This design comes from an exercise in tuning for small area and a short achievable clock period on the open sky130 flow, not from production work.
Only simulation tests tie the RTL to the original design; equivalence was not proved.
Power is estimated from default activity; no workload was simulated.

==> branch indigo: inputs <==
==> flow/design.v <==
module CPU(
    clk,
    rst_n,
    data_read,
    instruction,
    data_wen,
    data_addr,
    inst_addr,
    data_write
);
    input clk;
    input rst_n;
    input [31:0] instruction;
    input [31:0] data_read;
    output data_wen;
    output [31:0] data_addr;
    output [31:0] inst_addr;
    output reg [31:0] data_write;
    localparam OP_R    = 6'b000000;
    localparam OP_J    = 6'b000010;
    localparam OP_BEQ  = 6'b000100;
    localparam OP_ADDI = 6'b001000;
    localparam OP_LW   = 6'b100011;
    localparam OP_SW   = 6'b101011;
    localparam FN_ADD  = 6'b100000;
    localparam FN_SLT  = 6'b101010;
    reg [31:0] pc;
    reg        started;    
    reg [31:0] d_ins;      
    reg        d_nz;       
    reg        d_is0;      
    reg        d_is1;      
    reg [31:0] e_a;        
    reg [31:0] e_y;        
    reg [31:0] e_sd;       
    reg        e_sum, e_slt, e_sub, e_j;
    reg [4:0]  e_dst;
    reg        e_wa, e_lw, e_sw;
    reg [31:0] alu;        
    reg [4:0]  m_dst;
    reg        m_wa, m_lw, m_sw;
    reg [31:0] rf [0:31];
    reg [31:0] rf_ok;
    reg [31:0] rf_hz;      
    wire        m_we   = m_wa | m_lw;
    wire [31:0] wd     = m_lw ? data_read : alu;
    wire        wd_hz  = wd[31:1] == 31'd0;
    wire [31:0] row_we = {31'd0, m_we} << m_dst;
    integer k;
    always @(posedge clk) begin
        for (k = 0; k < 32; k = k + 1)
            if (row_we[k]) begin
                rf[k]    <= wd;
                rf_hz[k] <= wd_hz;
            end
    end
    always @(posedge clk or negedge rst_n) begin
        if (!rst_n) rf_ok <= 32'd0;
        else rf_ok <= rf_ok | row_we;
    end
    wire [4:0] i_rt  = instruction[20:16];
    wire       i_fwd = m_we && m_dst == i_rt;
    wire       i_ok  = rf_ok[i_rt];
    wire       i_hz  = i_fwd ? wd_hz : (~i_ok | rf_hz[i_rt]);
    wire       i_b0  = i_fwd ? wd[0] : (i_ok & rf[i_rt][0]);
    wire [5:0]  d_op = d_ins[31:26];
    wire [5:0]  d_fn = d_ins[5:0];
    wire [4:0]  d_rs = d_ins[25:21];
    wire [4:0]  d_rt = d_ins[20:16];
    wire [4:0]  d_rd = d_ins[15:11];
    wire [31:0] rs_v = rf_ok[d_rs] ? rf[d_rs] : 32'd0;
    wire [31:0] rt_v = rf_ok[d_rt] ? rf[d_rt] : 32'd0;
    wire [31:0] rs_f = (m_we && m_dst == d_rs) ? wd : rs_v;
    wire [31:0] rt_f = (m_we && m_dst == d_rt) ? wd : rt_v;
    wire d_isr   = d_op == OP_R;
    wire d_isadd = d_isr && d_fn == FN_ADD;
    wire d_isslt = d_isr && d_fn == FN_SLT;
    wire d_isbeq = d_op == OP_BEQ;
    wire d_isimm = d_op == OP_ADDI || d_op == OP_LW || d_op == OP_SW;
    wire d_isj   = d_op == OP_J;
    always @(posedge clk or negedge rst_n) begin
        if (!rst_n) begin
            e_sum <= 1'b0; e_slt <= 1'b0; e_sub <= 1'b0; e_j <= 1'b0;
            e_wa <= 1'b0; e_lw <= 1'b0; e_sw <= 1'b0; e_dst <= 5'd0;
        end else begin
            e_sum <= d_isadd | d_isimm | d_isbeq;
            e_slt <= d_isslt;
            e_sub <= d_isslt | d_isbeq;
            e_j   <= d_isj;
            e_wa  <= (d_isr && d_nz) || d_op == OP_ADDI;
            e_lw  <= d_op == OP_LW;
            e_sw  <= d_op == OP_SW;
            e_dst <= d_isr ? d_rd : d_rt;
        end
    end
    always @(posedge clk) begin
        e_a    <= rs_f;
        e_y    <= d_isimm ? {{16{d_ins[15]}}, d_ins[15:0]}
                : d_isj   ? {6'd0, d_ins[25:0]}
                          : ((d_isslt | d_isbeq) ? ~rt_f : rt_f);
        e_sd   <= rt_v;
    end
    wire [32:0] sum33 = {e_a[31], e_a} + {e_y[31], e_y} + {32'd0, e_sub};
    wire        lt    = sum33[32];
    always @(posedge clk or negedge rst_n) begin
        if (!rst_n) begin
            alu <= 32'd0;
            m_dst <= 5'd0; m_wa <= 1'b0; m_lw <= 1'b0; m_sw <= 1'b0;
        end else begin
            if (e_sum)      alu <= sum33[31:0];
            else if (e_slt) alu <= {31'd0, lt};
            else if (e_j)   alu <= {2'b00, pc[31:28], e_y[25:0]};
            m_dst <= e_dst; m_wa <= e_wa; m_lw <= e_lw; m_sw <= e_sw;
        end
    end
    always @(posedge clk) data_write <= e_sd;
    assign data_addr = alu;
    assign data_wen  = m_sw;
    assign inst_addr = pc;
    wire take = d_isbeq & e_slt & (lt ? d_is1 : d_is0);
    reg  [31:0] pc_c;
    integer b, s;
    always @(*) begin
        pc_c = pc;
        for (s = 1; s < 32; s = s * 2)
            for (b = 31; b >= s; b = b - 1)
                pc_c[b] = pc_c[b] & pc_c[b-s];
    end
    wire [31:0] pc_inc = pc ^ {pc_c[30:0], 1'b1};
    wire [31:0] pc_br  = pc + {{16{d_ins[15]}}, d_ins[15:0]};
    always @(posedge clk or negedge rst_n) begin
        if (!rst_n) begin
            pc <= 32'd0;
            started <= 1'b0;
            d_ins <= 32'd0;
            d_nz  <= 1'b0;
            d_is0 <= 1'b0;
            d_is1 <= 1'b0;
        end else begin
            started <= 1'b1;
            d_ins <= instruction;
            d_nz  <= |instruction;
            d_is0 <= i_hz & ~i_b0;
            d_is1 <= i_hz & i_b0;
            if (instruction[31:26] == OP_J)
                pc <= {2'b00, pc[31:28], instruction[25:0]};
            else if (take)
                pc <= pc_br;
            else if (started)
                pc <= pc_inc;
        end
    end
endmodule
==> flow/flow/run.sh <==
#!/bin/bash
set -euo pipefail
bash standard.sh SETUP_SLACK_MARGIN=8.3 finish > standard_flow.log 2>&1
==> flow/standard.sh <==
#!/bin/bash
# synth_recipe.tcl (not shown) runs the flow's synth.tcl, then flattens the netlist and writes it again
# the make line also repeats each setting of config.mk as NAME=value (left out here)
make -C /OpenROAD-flow-scripts/flow DESIGN_CONFIG=/design/flow/config.mk WORK_HOME=/design/flow/orfs CLKGATE_MAP_FILE= SYNTH_SCRIPT=/design/flow/synth_recipe.tcl "${@:-finish}"
==> flow/config.mk <==
export PLATFORM = sky130hd
export DESIGN_NAME = CPU
export DESIGN_NICKNAME = CPU
export VERILOG_FILES = /design/flow/design.v
export SDC_FILE = /design/flow/constraint.sdc
export NUM_CORES = 8
export LEC_CHECK = 0
export CAP_MARGIN = 20
export CORE_MARGIN = 2
export CORE_UTILIZATION = 55
export CTS_CLUSTER_DIAMETER = 80
export CTS_CLUSTER_SIZE = 30
export PLACE_DENSITY = 0.65
export SLEW_MARGIN = 20
==> flow/constraint.sdc <==
create_clock -name core_clock -period 12.0 [get_ports {clk}]
set_input_delay 2.4000 -clock core_clock [delete_from_list [all_inputs] [get_ports {clk}]]
set_output_delay 2.4000 -clock core_clock [all_outputs]
set_load 0.01 [all_outputs]
==> branch umber: changes against branch indigo <==
--- a/flow/design.v
+++ b/flow/design.v
@@ -26,10 +26,13 @@
     localparam FN_SLT  = 6'b101010;
     reg [31:0] pc;
     reg        started;    
-    reg [31:0] d_ins;      
+    reg [5:0]  d_opf;      
+    reg [5:0]  d_fnf;      
+    reg [25:6] d_mid;      
+    wire [31:0] d_ins = {d_opf, d_mid, d_fnf};
     reg        d_nz;       
-    reg        d_is0;      
-    reg        d_is1;      
+    reg [3:0]  d_rs_lo, d_rt_lo;
+    reg [7:0]  d_rs_hi, d_rt_hi;
     reg [31:0] e_a;        
     reg [31:0] e_y;        
     reg [31:0] e_sd;       
@@ -44,7 +47,7 @@
     reg [31:0] rf_hz;      
     wire        m_we   = m_wa | m_lw;
     wire [31:0] wd     = m_lw ? data_read : alu;
-    wire        wd_hz  = wd[31:1] == 31'd0;
+    wire        wd_hz  = m_lw ? (data_read[31:1] == 31'd0) : (alu[31:1] == 31'd0);
     wire [31:0] row_we = {31'd0, m_we} << m_dst;
     integer k;
     always @(posedge clk) begin
@@ -58,18 +61,24 @@
         if (!rst_n) rf_ok <= 32'd0;
         else rf_ok <= rf_ok | row_we;
     end
-    wire [4:0] i_rt  = instruction[20:16];
-    wire       i_fwd = m_we && m_dst == i_rt;
-    wire       i_ok  = rf_ok[i_rt];
-    wire       i_hz  = i_fwd ? wd_hz : (~i_ok | rf_hz[i_rt]);
-    wire       i_b0  = i_fwd ? wd[0] : (i_ok & rf[i_rt][0]);
     wire [5:0]  d_op = d_ins[31:26];
     wire [5:0]  d_fn = d_ins[5:0];
     wire [4:0]  d_rs = d_ins[25:21];
     wire [4:0]  d_rt = d_ins[20:16];
     wire [4:0]  d_rd = d_ins[15:11];
-    wire [31:0] rs_v = rf_ok[d_rs] ? rf[d_rs] : 32'd0;
-    wire [31:0] rt_v = rf_ok[d_rt] ? rf[d_rt] : 32'd0;
+    reg  [31:0] rs_v, rt_v;
+    reg         rt_nhz;    
+    integer r;
+    always @(*) begin
+        rs_v = 32'd0;
+        rt_v = 32'd0;
+        rt_nhz = 1'b0;
+        for (r = 0; r < 32; r = r + 1) begin
+            rs_v = rs_v | (rf[r] & {32{d_rs_lo[r % 4] & d_rs_hi[r / 4] & rf_ok[r]}});
+            rt_v = rt_v | (rf[r] & {32{d_rt_lo[r % 4] & d_rt_hi[r / 4] & rf_ok[r]}});
+            rt_nhz = rt_nhz | (~rf_hz[r] & d_rt_lo[r % 4] & d_rt_hi[r / 4] & rf_ok[r]);
+        end
+    end
     wire [31:0] rs_f = (m_we && m_dst == d_rs) ? wd : rs_v;
     wire [31:0] rt_f = (m_we && m_dst == d_rt) ? wd : rt_v;
     wire d_isr   = d_op == OP_R;
@@ -100,14 +109,15 @@
                           : ((d_isslt | d_isbeq) ? ~rt_f : rt_f);
         e_sd   <= rt_v;
     end
-    wire [32:0] sum33 = {e_a[31], e_a} + {e_y[31], e_y} + {32'd0, e_sub};
-    wire        lt    = sum33[32];
+    wire [31:0] sum = e_a + e_y + {31'd0, e_sub};
+    wire [31:0] e_b = ~e_y;
+    wire        lt  = (e_a[31] ^ e_b[31]) ? e_a[31] : (e_a[30:0] < e_b[30:0]);
     always @(posedge clk or negedge rst_n) begin
         if (!rst_n) begin
             alu <= 32'd0;
             m_dst <= 5'd0; m_wa <= 1'b0; m_lw <= 1'b0; m_sw <= 1'b0;
         end else begin
-            if (e_sum)      alu <= sum33[31:0];
+            if (e_sum)      alu <= sum;
             else if (e_slt) alu <= {31'd0, lt};
             else if (e_j)   alu <= {2'b00, pc[31:28], e_y[25:0]};
             m_dst <= e_dst; m_wa <= e_wa; m_lw <= e_lw; m_sw <= e_sw;
@@ -117,7 +127,14 @@
     assign data_addr = alu;
     assign data_wen  = m_sw;
     assign inst_addr = pc;
-    wire take = d_isbeq & e_slt & (lt ? d_is1 : d_is0);
+    wire take = d_isbeq & e_slt & ~rt_nhz & (rt_v[0] == lt);
+    always @(posedge clk) begin
+        d_mid <= instruction[25:6];
+        d_rs_lo <= 4'd1 << instruction[22:21];
+        d_rs_hi <= 8'd1 << instruction[25:23];
+        d_rt_lo <= 4'd1 << instruction[17:16];
+        d_rt_hi <= 8'd1 << instruction[20:18];
+    end
     reg  [31:0] pc_c;
     integer b, s;
     always @(*) begin
@@ -132,16 +149,14 @@
         if (!rst_n) begin
             pc <= 32'd0;
             started <= 1'b0;
-            d_ins <= 32'd0;
+            d_opf <= 6'd0;
+            d_fnf <= 6'd0;
             d_nz  <= 1'b0;
-            d_is0 <= 1'b0;
-            d_is1 <= 1'b0;
         end else begin
             started <= 1'b1;
-            d_ins <= instruction;
+            d_opf <= instruction[31:26];
+            d_fnf <= instruction[5:0];
             d_nz  <= |instruction;
-            d_is0 <= i_hz & ~i_b0;
-            d_is1 <= i_hz & i_b0;
             if (instruction[31:26] == OP_J)
                 pc <= {2'b00, pc[31:28], instruction[25:0]};
             else if (take)
==> flow/flow/run.sh (replaced) <==
#!/bin/bash
set -euo pipefail
bash standard.sh SETUP_SLACK_MARGIN=8.6 \
  "CTS_ARGS=-sink_clustering_enable -repair_clock_nets -sink_clustering_size 25 -sink_clustering_max_diameter 60 -dont_use_dummy_load" \
  "BUFFER_PORTS_ARGS=-buffer_cell sky130_fd_sc_hd__buf_2" \
  finish > standard_flow.log 2>&1
==> flow/config.mk (replaced) <==
export PLATFORM = sky130hd
export DESIGN_NAME = CPU
export DESIGN_NICKNAME = CPU
export VERILOG_FILES = /design/flow/design.v
export SDC_FILE = /design/flow/constraint.sdc
export NUM_CORES = 8
export LEC_CHECK = 0
export CAP_MARGIN = 30
export CORE_MARGIN = 2
export CORE_UTILIZATION = 60
export CTS_CLUSTER_DIAMETER = 60
export CTS_CLUSTER_SIZE = 25
export PLACE_DENSITY = 0.7
export SLEW_MARGIN = 30
==> comparison table <==
|  | branch indigo | branch umber |
|---|---|---|
| CP Data Required Time | 12.62 ns | 9.60 ns |
| Xor and xnor fraction of the mapped netlist area | 1.92% | 1.81% |
| Layout Utilization | 62.7% | 67.2% |
| Total Die Area | 110000 um2 | 100000 um2 |
| Global-route wire length before repair | 367 mm | 360 mm |
| Slew HR | 11.7% | 22.5% |
| Placed inst area | 62900 um2 | 60900 um2 |
| Post-synthesis compound-gate area fraction | 19.1% | 17.4% |
| Number of signal-net inverters in the final layout | 63 | 52 |
| Starting density of the core | 55.3% | 60.5% |
| Antenna violations before repair | 19 | 12 |
| Cell Area, Synth | 58900 um2 | 58500 um2 |
| Number of clock sinks | 1336 | 1358 |
| Max Freq | 0.253 GHz | 0.269 GHz |
| Run status | no timing/DRC/antenna violations | no timing/DRC/antenna violations |
| Setup Crit Path Kind | flop to flop | flop to primary output |
| Synth top area share | 53.8% | 54.2% |
| Part of the total power dissipated in combinational logic | 16.3% | 13.6% |
| Flip-flop and latch share of the layout cell area | 57.1% | 59.3% |
| Area of the core region | 107000 um2 | 96600 um2 |

afterwards: timing with drivers on the ports:
How much do the figures lean on ideal ports? The routed layouts below were timed once more, with nothing changed but the port constraints.
Step 1: set_driving_cell puts a clkbuf_16 on clk and a buf_2 on each other input, an assumption about the parent block.
Step 2 times the ports against the registers' clock, not the clock port: input delays grow and output delays shrink by t, the midpoint of the rising clock arrivals with the driver on.
a / b / c = ideal / step 1 / step 2; a / b = the first two.
run | t, ns | slack for setup (ns) | worst setup path at the end | latest minus earliest clock arrival (ns) | worst register clock-pin slew, ns
branch indigo | 0.817 | 8.045 / 8.045 / 7.463 | input to register | 0.054 / 0.053 | 0.12 / 0.12
branch umber | 0.771 | 8.277 / 8.206 / 7.868 | input to register | 0.097 / 0.097 | 0.11 / 0.11
After both steps every run listed still meets setup and hold. For branch indigo, which loses most, drivers alone change the setup slack by 0.000 ns; drivers and shift together by -0.582 ns.
